Context: an optimization exercise on an open-source flow, tuned for small area and a short achievable clock period. The choices shown serve that exercise and are no tape-out recipe. Where RTL was checked, it was by simulation tests only, not by an equivalence proof against the original. No activity file was given, so power comes from the tool's default toggle rates.

==> job 972: inputs <==
## fp32_mul
module fp32_mul(
    input wire clk,
    input wire [31:0] a,         
    input wire [31:0] b,         
    input wire [2:0] rm,         
    output reg [31:0] result,    
    output wire nv,              
    output wire of,              
    output wire uf,              
    output wire nx               
);
==> flow/config.mk <==
export PLATFORM = sky130hd
export DESIGN_NAME = fp32_mul
export DESIGN_NICKNAME = fp32_mul
export VERILOG_FILES = /design/flow/design.v
export SDC_FILE = /design/flow/constraint.sdc
export NUM_CORES = 4
export LEC_CHECK = 0
export CAP_MARGIN = 20
export CORE_MARGIN = 2
export CORE_UTILIZATION = 40
export CTS_CLUSTER_DIAMETER = 80
export CTS_CLUSTER_SIZE = 20
export SETUP_SLACK_MARGIN = 4.0
export SLEW_MARGIN = 20
export SYNTH_HIERARCHICAL = 1
==> flow/constraint.sdc <==
create_clock -name core_clock -period 8.2 [get_ports {clk}]
set_input_delay 1.6400 -clock core_clock [delete_from_list [all_inputs] [get_ports {clk}]]
set_output_delay 1.6400 -clock core_clock [all_outputs]
set_load 0.01 [all_outputs]
standard.sh (not shown) runs the stock make flow with config.mk's settings and CLKGATE_MAP_FILE= SYNTH_SCRIPT=/design/flow/synth_recipe.tcl, a recipe that flattens the netlist after the stock synthesis.
==> flow/flow/run.sh <==
#!/bin/bash
# The standard layout (synthesis included, unchanged), with the input and
# output port buffers that buffer_ports inserts taken as sky130_fd_sc_hd__buf_2
# instead of the delay-cell buffer it picks on its own.
set -euo pipefail
export BUFFER_PORTS_ARGS="-buffer_cell sky130_fd_sc_hd__buf_2"
bash standard.sh > standard.log 2>&1
==> job 6685: changes against job 972 <==
--- a/flow/design.v
+++ b/flow/design.v
@@ -49,18 +49,16 @@
     wire s0_invalid = a_snan | b_snan | (a_inf & b_zero) | (a_zero & b_inf);
     wire s0_is_nan = a_nan | b_nan | s0_invalid;
     wire s0_is_inf = ~s0_is_nan & (a_inf | b_inf);
     wire s0_is_zero = ~s0_is_nan & (a_zero | b_zero);
     wire s0_sign = a[31] ^ b[31];
     wire s0_m_rmm = (rm == 3'b100);
     wire s0_m_away = ((rm == 3'b010) & s0_sign) | ((rm == 3'b011) & ~s0_sign);
     wire s0_m_rne = (rm != 3'b001) & (rm != 3'b010) & (rm != 3'b011) & (rm != 3'b100);
-    wire [1:0] s0_md = {s0_m_rmm | s0_m_away, s0_m_rne | s0_m_away};
-    wire [1:0] s0_kind = {s0_is_nan | s0_is_inf, s0_is_nan | s0_is_zero};
     wire s0_one_sub = a_sub ^ b_sub;
     wire [4:0] s0_p = msb_index({9'b0, a_sub ? fa : fb});    
     wire [8:0] s0_esum = {1'b0, ea[7:1], ea[0] | a_sub} + {1'b0, eb[7:1], eb[0] | b_sub};
     wire [25:0] mbx = {2'b00, ~b_sub, fb, 1'b0};
     wire [12:0] s0_bneg, s0_bone, s0_btwo;
     genvar gd;
     generate
         for (gd = 0; gd < 13; gd = gd + 1) begin : g_booth
@@ -71,31 +69,34 @@
         end
     endgenerate
     reg [23:0] ma;
     reg [12:0] bneg, bone, btwo;    
     reg s1_one_sub;
     reg [4:0] s1_p;
     reg [8:0] s1_esum;
     reg s1_sign;
-    reg [1:0] s1_md;
-    reg s1_invalid;
-    reg [1:0] s1_kind;
+    reg s1_m_rne, s1_m_rmm, s1_m_away;
+    reg s1_invalid, s1_is_nan, s1_is_inf, s1_is_zero;
     always @(posedge clk) begin
         ma <= {~a_sub, fa};
         bneg <= s0_bneg;
         bone <= s0_bone;
         btwo <= s0_btwo;
         s1_one_sub <= s0_one_sub;
         s1_p <= s0_p;
         s1_esum <= s0_esum;
         s1_sign <= s0_sign;
-        s1_md <= s0_md;
+        s1_m_rne <= s0_m_rne;
+        s1_m_rmm <= s0_m_rmm;
+        s1_m_away <= s0_m_away;
         s1_invalid <= s0_invalid;
-        s1_kind <= s0_kind;
+        s1_is_nan <= s0_is_nan;
+        s1_is_inf <= s0_is_inf;
+        s1_is_zero <= s0_is_zero;
     end
     wire [4:0] sh_left = s1_one_sub ? s1_p : 5'd23;
     wire [9:0] sh_right = 10'd151 - {1'b0, s1_esum};
     wire right_pos = ~sh_right[9];
     wire right_wins = right_pos & (sh_right > {5'b0, sh_left});
     wire right_big = right_pos & (sh_right > 10'd49);
     wire [5:0] s1_rs = right_wins ? (right_big ? 6'd49 : sh_right[5:0]) : {1'b0, sh_left};
     wire [9:0] s1_exp_full = {1'b0, s1_esum} - (s1_one_sub ? 10'd150 - {5'b0, s1_p} : 10'd127);
@@ -1684,33 +1685,36 @@
     reg [LOW-1:0] plo2;
     reg [47:LOW] ts2;
     reg [47:LOW] tc2;
     reg clo2;
     reg [5:0] s2_rs;
     reg [7:0] s2_exp;
     reg s2_exp_le0, s2_exp_ge255, s2_exp_eq254;
     reg s2_sign;
-    reg [1:0] s2_md;
-    reg s2_invalid;
-    reg [1:0] s2_kind;
+    reg s2_m_rne, s2_m_rmm, s2_m_away;
+    reg s2_invalid, s2_is_nan, s2_is_inf, s2_is_zero;
     always @(posedge clk) begin
         plo2 <= plo[LOW-1:0];
         clo2 <= plo[LOW];
         ts2 <= ts[47:LOW];
         tc2 <= tc[47:LOW];
         s2_rs <= s1_rs;
         s2_exp <= s1_exp;
         s2_exp_le0 <= s1_exp_le0;
         s2_exp_ge255 <= s1_exp_ge255;
         s2_exp_eq254 <= s1_exp_eq254;
         s2_sign <= s1_sign;
-        s2_md <= s1_md;
+        s2_m_rne <= s1_m_rne;
+        s2_m_rmm <= s1_m_rmm;
+        s2_m_away <= s1_m_away;
         s2_invalid <= s1_invalid;
-        s2_kind <= s1_kind;
+        s2_is_nan <= s1_is_nan;
+        s2_is_inf <= s1_is_inf;
+        s2_is_zero <= s1_is_zero;
     end
     wire [47-LOW:0] hi_a = ts2;
     wire [47-LOW:0] hi_b = tc2;
     wire hi_ci = clo2;
     wire [48-LOW:0] hi_s;
     wire [31:0] hi_g0 = hi_a & hi_b;
     wire [31:0] hi_p0 = hi_a ^ hi_b;
     wire hi_G0 = hi_g0[1] | (hi_p0[1] & hi_g0[0]);
@@ -1965,53 +1969,50 @@
     wire s2_g = hi ? sig[2] : sig[1];
     wire s2_rest = hi ? (sig[1] | sig[0]) : sig[0];
     reg [23:0] s3_mant;
     reg s3_g, s3_rest;
     reg s3_hi;
     reg s3_sign;
     reg [7:0] s3_exp;
     reg s3_exp_le0, s3_exp_ge255, s3_exp_eq254;
-    reg [1:0] s3_md;
-    reg s3_invalid;
-    reg [1:0] s3_kind;
+    reg s3_m_rne, s3_m_rmm, s3_m_away;
+    reg s3_invalid, s3_is_nan, s3_is_inf, s3_is_zero;
     always @(posedge clk) begin
         s3_mant <= s2_mant;
         s3_g <= s2_g;
         s3_rest <= s2_rest;
         s3_hi <= hi;
         s3_sign <= s2_sign;
         s3_exp <= s2_exp_le0 ? 8'd0 : s2_exp;
         s3_exp_le0 <= s2_exp_le0;
         s3_exp_ge255 <= s2_exp_ge255;
         s3_exp_eq254 <= s2_exp_eq254;
-        s3_md <= s2_md;
+        s3_m_rne <= s2_m_rne;
+        s3_m_rmm <= s2_m_rmm;
+        s3_m_away <= s2_m_away;
         s3_invalid <= s2_invalid;
-        s3_kind <= s2_kind;
+        s3_is_nan <= s2_is_nan;
+        s3_is_inf <= s2_is_inf;
+        s3_is_zero <= s2_is_zero;
     end
     wire inexact = s3_g | s3_rest;
-    wire s3_m_rne = ~s3_md[1] & s3_md[0];
-    wire s3_m_rmm = s3_md[1] & ~s3_md[0];
-    wire s3_m_away = s3_md[1] & s3_md[0];
-    wire s3_is_nan = s3_kind[1] & s3_kind[0];
-    wire s3_is_inf = s3_kind[1] & ~s3_kind[0];
-    wire s3_is_zero = ~s3_kind[1] & s3_kind[0];
     wire round_up = (s3_m_rne & s3_g & (s3_mant[0] | s3_rest)) |
                     (s3_m_rmm & s3_g) |
                     (s3_m_away & (s3_hi ? s3_g : inexact));
     wire [24:0] all_below;
     fp32_mul_ones u_ones (.m(s3_mant), .ab(all_below));
     wire [23:0] mant_inc = s3_mant ^ all_below[23:0];
     wire [24:0] rounded = round_up ? {all_below[24], mant_inc} : {1'b0, s3_mant};
     wire mant_ones;
     fp32_mul_and24 u_and24 (.m(s3_mant), .y(mant_ones));
     wire round_carry = round_up & mant_ones;      
     wire carry = s3_hi | round_carry;
-    wire special = s3_kind[1] | s3_kind[0];
-    wire of_to_max = ~s3_md[1] & ~s3_md[0];
+    wire special = s3_is_nan | s3_is_inf | s3_is_zero;
+    wire of_to_max = ~(s3_m_rne | s3_m_rmm | s3_m_away);
     wire ovf_early = ~s3_exp_le0 & (s3_exp_ge255 | (s3_exp_eq254 & s3_hi));
     wire ovf_late = ~s3_exp_le0 & s3_exp_eq254 & ~s3_hi & round_carry;
     wire ovf = ovf_early | ovf_late;
     wire fixed = special | ovf_early;
     wire [7:0] fixed_exp = s3_is_zero & ~s3_is_nan & ~s3_is_inf ? 8'h00 :
                            (~special & of_to_max) ? 8'hfe : 8'hff;
     wire [22:0] fixed_mant = s3_is_nan ? 23'h400000 : (~special & of_to_max) ? {23{1'b1}} : 23'b0;
     wire [7:0] exp_up;
==> flow/config.mk (replaced) <==
export PLATFORM = sky130hd
export DESIGN_NAME = fp32_mul
export DESIGN_NICKNAME = fp32_mul
export VERILOG_FILES = /design/flow/design.v
export SDC_FILE = /design/flow/constraint.sdc
export NUM_CORES = 4
export LEC_CHECK = 0
export ABC_AREA = 1
export CAP_MARGIN = 20
export CORE_MARGIN = 2
export CORE_UTILIZATION = 40
export CTS_CLUSTER_DIAMETER = 80
export CTS_CLUSTER_SIZE = 20
export SETUP_SLACK_MARGIN = 3.9
export SLEW_MARGIN = 20
export SYNTH_HIERARCHICAL = 1
==> job 8485: changes against job 972 <==
--- a/flow/design.v
+++ b/flow/design.v
@@ -49,18 +49,16 @@
     wire s0_invalid = a_snan | b_snan | (a_inf & b_zero) | (a_zero & b_inf);
     wire s0_is_nan = a_nan | b_nan | s0_invalid;
     wire s0_is_inf = ~s0_is_nan & (a_inf | b_inf);
     wire s0_is_zero = ~s0_is_nan & (a_zero | b_zero);
     wire s0_sign = a[31] ^ b[31];
     wire s0_m_rmm = (rm == 3'b100);
     wire s0_m_away = ((rm == 3'b010) & s0_sign) | ((rm == 3'b011) & ~s0_sign);
     wire s0_m_rne = (rm != 3'b001) & (rm != 3'b010) & (rm != 3'b011) & (rm != 3'b100);
-    wire [1:0] s0_md = {s0_m_rmm | s0_m_away, s0_m_rne | s0_m_away};
-    wire [1:0] s0_kind = {s0_is_nan | s0_is_inf, s0_is_nan | s0_is_zero};
     wire s0_one_sub = a_sub ^ b_sub;
     wire [4:0] s0_p = msb_index({9'b0, a_sub ? fa : fb});    
     wire [8:0] s0_esum = {1'b0, ea[7:1], ea[0] | a_sub} + {1'b0, eb[7:1], eb[0] | b_sub};
     wire [25:0] mbx = {2'b00, ~b_sub, fb, 1'b0};
     wire [12:0] s0_bneg, s0_bone, s0_btwo;
     genvar gd;
     generate
         for (gd = 0; gd < 13; gd = gd + 1) begin : g_booth
@@ -71,31 +69,34 @@
         end
     endgenerate
     reg [23:0] ma;
     reg [12:0] bneg, bone, btwo;    
     reg s1_one_sub;
     reg [4:0] s1_p;
     reg [8:0] s1_esum;
     reg s1_sign;
-    reg [1:0] s1_md;
-    reg s1_invalid;
-    reg [1:0] s1_kind;
+    reg s1_m_rne, s1_m_rmm, s1_m_away;
+    reg s1_invalid, s1_is_nan, s1_is_inf, s1_is_zero;
     always @(posedge clk) begin
         ma <= {~a_sub, fa};
         bneg <= s0_bneg;
         bone <= s0_bone;
         btwo <= s0_btwo;
         s1_one_sub <= s0_one_sub;
         s1_p <= s0_p;
         s1_esum <= s0_esum;
         s1_sign <= s0_sign;
-        s1_md <= s0_md;
+        s1_m_rne <= s0_m_rne;
+        s1_m_rmm <= s0_m_rmm;
+        s1_m_away <= s0_m_away;
         s1_invalid <= s0_invalid;
-        s1_kind <= s0_kind;
+        s1_is_nan <= s0_is_nan;
+        s1_is_inf <= s0_is_inf;
+        s1_is_zero <= s0_is_zero;
     end
     wire [4:0] sh_left = s1_one_sub ? s1_p : 5'd23;
     wire [9:0] sh_right = 10'd151 - {1'b0, s1_esum};
     wire right_pos = ~sh_right[9];
     wire right_wins = right_pos & (sh_right > {5'b0, sh_left});
     wire right_big = right_pos & (sh_right > 10'd49);
     wire [5:0] s1_rs = right_wins ? (right_big ? 6'd49 : sh_right[5:0]) : {1'b0, sh_left};
     wire [9:0] s1_exp_full = {1'b0, s1_esum} - (s1_one_sub ? 10'd150 - {5'b0, s1_p} : 10'd127);
@@ -1684,33 +1685,36 @@
     reg [LOW-1:0] plo2;
     reg [47:LOW] ts2;
     reg [47:LOW] tc2;
     reg clo2;
     reg [5:0] s2_rs;
     reg [7:0] s2_exp;
     reg s2_exp_le0, s2_exp_ge255, s2_exp_eq254;
     reg s2_sign;
-    reg [1:0] s2_md;
-    reg s2_invalid;
-    reg [1:0] s2_kind;
+    reg s2_m_rne, s2_m_rmm, s2_m_away;
+    reg s2_invalid, s2_is_nan, s2_is_inf, s2_is_zero;
     always @(posedge clk) begin
         plo2 <= plo[LOW-1:0];
         clo2 <= plo[LOW];
         ts2 <= ts[47:LOW];
         tc2 <= tc[47:LOW];
         s2_rs <= s1_rs;
         s2_exp <= s1_exp;
         s2_exp_le0 <= s1_exp_le0;
         s2_exp_ge255 <= s1_exp_ge255;
         s2_exp_eq254 <= s1_exp_eq254;
         s2_sign <= s1_sign;
-        s2_md <= s1_md;
+        s2_m_rne <= s1_m_rne;
+        s2_m_rmm <= s1_m_rmm;
+        s2_m_away <= s1_m_away;
         s2_invalid <= s1_invalid;
-        s2_kind <= s1_kind;
+        s2_is_nan <= s1_is_nan;
+        s2_is_inf <= s1_is_inf;
+        s2_is_zero <= s1_is_zero;
     end
     wire [47-LOW:0] hi_a = ts2;
     wire [47-LOW:0] hi_b = tc2;
     wire hi_ci = clo2;
     wire [48-LOW:0] hi_s;
     wire [31:0] hi_g0 = hi_a & hi_b;
     wire [31:0] hi_p0 = hi_a ^ hi_b;
     wire hi_G0 = hi_g0[1] | (hi_p0[1] & hi_g0[0]);
@@ -1965,53 +1969,50 @@
     wire s2_g = hi ? sig[2] : sig[1];
     wire s2_rest = hi ? (sig[1] | sig[0]) : sig[0];
     reg [23:0] s3_mant;
     reg s3_g, s3_rest;
     reg s3_hi;
     reg s3_sign;
     reg [7:0] s3_exp;
     reg s3_exp_le0, s3_exp_ge255, s3_exp_eq254;
-    reg [1:0] s3_md;
-    reg s3_invalid;
-    reg [1:0] s3_kind;
+    reg s3_m_rne, s3_m_rmm, s3_m_away;
+    reg s3_invalid, s3_is_nan, s3_is_inf, s3_is_zero;
     always @(posedge clk) begin
         s3_mant <= s2_mant;
         s3_g <= s2_g;
         s3_rest <= s2_rest;
         s3_hi <= hi;
         s3_sign <= s2_sign;
         s3_exp <= s2_exp_le0 ? 8'd0 : s2_exp;
         s3_exp_le0 <= s2_exp_le0;
         s3_exp_ge255 <= s2_exp_ge255;
         s3_exp_eq254 <= s2_exp_eq254;
-        s3_md <= s2_md;
+        s3_m_rne <= s2_m_rne;
+        s3_m_rmm <= s2_m_rmm;
+        s3_m_away <= s2_m_away;
         s3_invalid <= s2_invalid;
-        s3_kind <= s2_kind;
+        s3_is_nan <= s2_is_nan;
+        s3_is_inf <= s2_is_inf;
+        s3_is_zero <= s2_is_zero;
     end
     wire inexact = s3_g | s3_rest;
-    wire s3_m_rne = ~s3_md[1] & s3_md[0];
-    wire s3_m_rmm = s3_md[1] & ~s3_md[0];
-    wire s3_m_away = s3_md[1] & s3_md[0];
-    wire s3_is_nan = s3_kind[1] & s3_kind[0];
-    wire s3_is_inf = s3_kind[1] & ~s3_kind[0];
-    wire s3_is_zero = ~s3_kind[1] & s3_kind[0];
     wire round_up = (s3_m_rne & s3_g & (s3_mant[0] | s3_rest)) |
                     (s3_m_rmm & s3_g) |
                     (s3_m_away & (s3_hi ? s3_g : inexact));
     wire [24:0] all_below;
     fp32_mul_ones u_ones (.m(s3_mant), .ab(all_below));
     wire [23:0] mant_inc = s3_mant ^ all_below[23:0];
     wire [24:0] rounded = round_up ? {all_below[24], mant_inc} : {1'b0, s3_mant};
     wire mant_ones;
     fp32_mul_and24 u_and24 (.m(s3_mant), .y(mant_ones));
     wire round_carry = round_up & mant_ones;      
     wire carry = s3_hi | round_carry;
-    wire special = s3_kind[1] | s3_kind[0];
-    wire of_to_max = ~s3_md[1] & ~s3_md[0];
+    wire special = s3_is_nan | s3_is_inf | s3_is_zero;
+    wire of_to_max = ~(s3_m_rne | s3_m_rmm | s3_m_away);
     wire ovf_early = ~s3_exp_le0 & (s3_exp_ge255 | (s3_exp_eq254 & s3_hi));
     wire ovf_late = ~s3_exp_le0 & s3_exp_eq254 & ~s3_hi & round_carry;
     wire ovf = ovf_early | ovf_late;
     wire fixed = special | ovf_early;
     wire [7:0] fixed_exp = s3_is_zero & ~s3_is_nan & ~s3_is_inf ? 8'h00 :
                            (~special & of_to_max) ? 8'hfe : 8'hff;
     wire [22:0] fixed_mant = s3_is_nan ? 23'h400000 : (~special & of_to_max) ? {23{1'b1}} : 23'b0;
     wire [7:0] exp_up;
==> results.txt <==
- Of job 6685 and job 972, job 6685 has the higher clock power (gap about 20%, measured against job 972).
- Sequential power is about the same in job 972 and job 8485.
- Of job 972 and job 8485, job 8485 has the higher register-to-register slack (gap 0.07 ns).
- Hold slack, lowest first: job 8485, job 6685, job 972.
- The highest final area belongs to job 6685, the lowest to job 8485.
- Synthesized cell count: job 8485 is lower than job 972 (3.1%).
- Power, highest first: job 8485, job 972, job 6685.
- Between job 972 and job 6685, the lower global-route usage is in job 6685 (gap 2.8 points).
- Of job 972 and job 8485, job 972 has the higher via count (gap about 4.4%, measured against job 8485).
==> figures <==
Area growth from synthesis to layout: job 972 13.3%; job 8485 14.7%; job 6685 10.4%
Overall die height: job 972 258 um; job 8485 255 um; job 6685 271 um
Clock network power: job 972 0.883 mW; job 8485 0.897 mW; job 6685 1.05 mW
Post-detailed-route via-to-cell ratio: job 972 6.32; job 8485 6.16; job 6685 4.84
Register fraction of the total cell area: job 972 0.162; job 8485 0.166; job 6685 0.152
Clock network share of area: job 972 0.0201; job 8485 0.0203; job 6685 0.0223
Overall fraction of global-route tracks in use: job 972 0.277; job 8485 0.274; job 6685 0.249
Crit. path cell count: job 972 15; job 8485 14; job 6685 16
Startpoint of the worst register-to-register path: job 972 ma[11]; job 8485 bone[5]; job 6685 btwo[2]
Worst setup slack after layout: job 972 3.96 ns; job 8485 4.03 ns; job 6685 3.97 ns
Initial core utilization: job 972 0.406; job 8485 0.402; job 6685 0.405
Power consumption: job 972 13.6 mW; job 8485 13.9 mW; job 6685 10.7 mW
Num CTS Buffers: job 972 18; job 8485 19; job 6685 21
Result of the run: job 972 finished clean; job 8485 finished clean; job 6685 finished clean
Library cell appearing most often on the critical path: job 972 fa_1; job 8485 fa_1; job 6685 nand2_1
Sequential power: job 972 1.96 mW; job 8485 1.94 mW; job 6685 1.88 mW
Reported combinational group power: job 972 10.8 mW; job 8485 11.0 mW; job 6685 7.73 mW
Number of search-and-repair iterations in the first detailed-routing pass: job 972 5; job 8485 5; job 6685 6
Die footprint: job 972 66300 um2; job 8485 65100 um2; job 6685 73300 um2
Function not checked in job 972: the RTL went through the layout flow alone.

[what the ideal ports hide]
How much do the figures lean on ideal ports? The routed layouts below were timed once more, with nothing changed but the port constraints.
Step 1 (the two cells are an assumption about what drives the block):
set clk [get_ports {clk}]
set_driving_cell -lib_cell sky130_fd_sc_hd__clkbuf_16 $clk
set_driving_cell -lib_cell sky130_fd_sc_hd__buf_2 [delete_from_list [all_inputs] $clk]
Step 2, shift: input delay + t, output delay - t, t = (earliest + latest rising clock arrival at the registers) / 2. This alone moves slack from input paths to output paths.
Slacks: no drivers / after step 1 / after step 2; pairs: no drivers / after step 1.
run	t (ns)	slack for setup (ns)	worst hold slack (ns)	pins driven straight from the clock port
job 972	0.578	3.960 / 3.960 / 3.746	0.325 / 0.325 / 0.325	1
job 6685	0.599	3.972 / 3.972 / 3.710	0.318 / 0.318 / 0.318	1
job 8485	0.581	4.034 / 4.030 / 3.781	0.316 / 0.316 / 0.316	1
After both steps every run listed still meets setup and hold. The setup slack of job 6685, which loses most, moves by 0.000 ns with the drivers and by -0.262 ns with both steps.
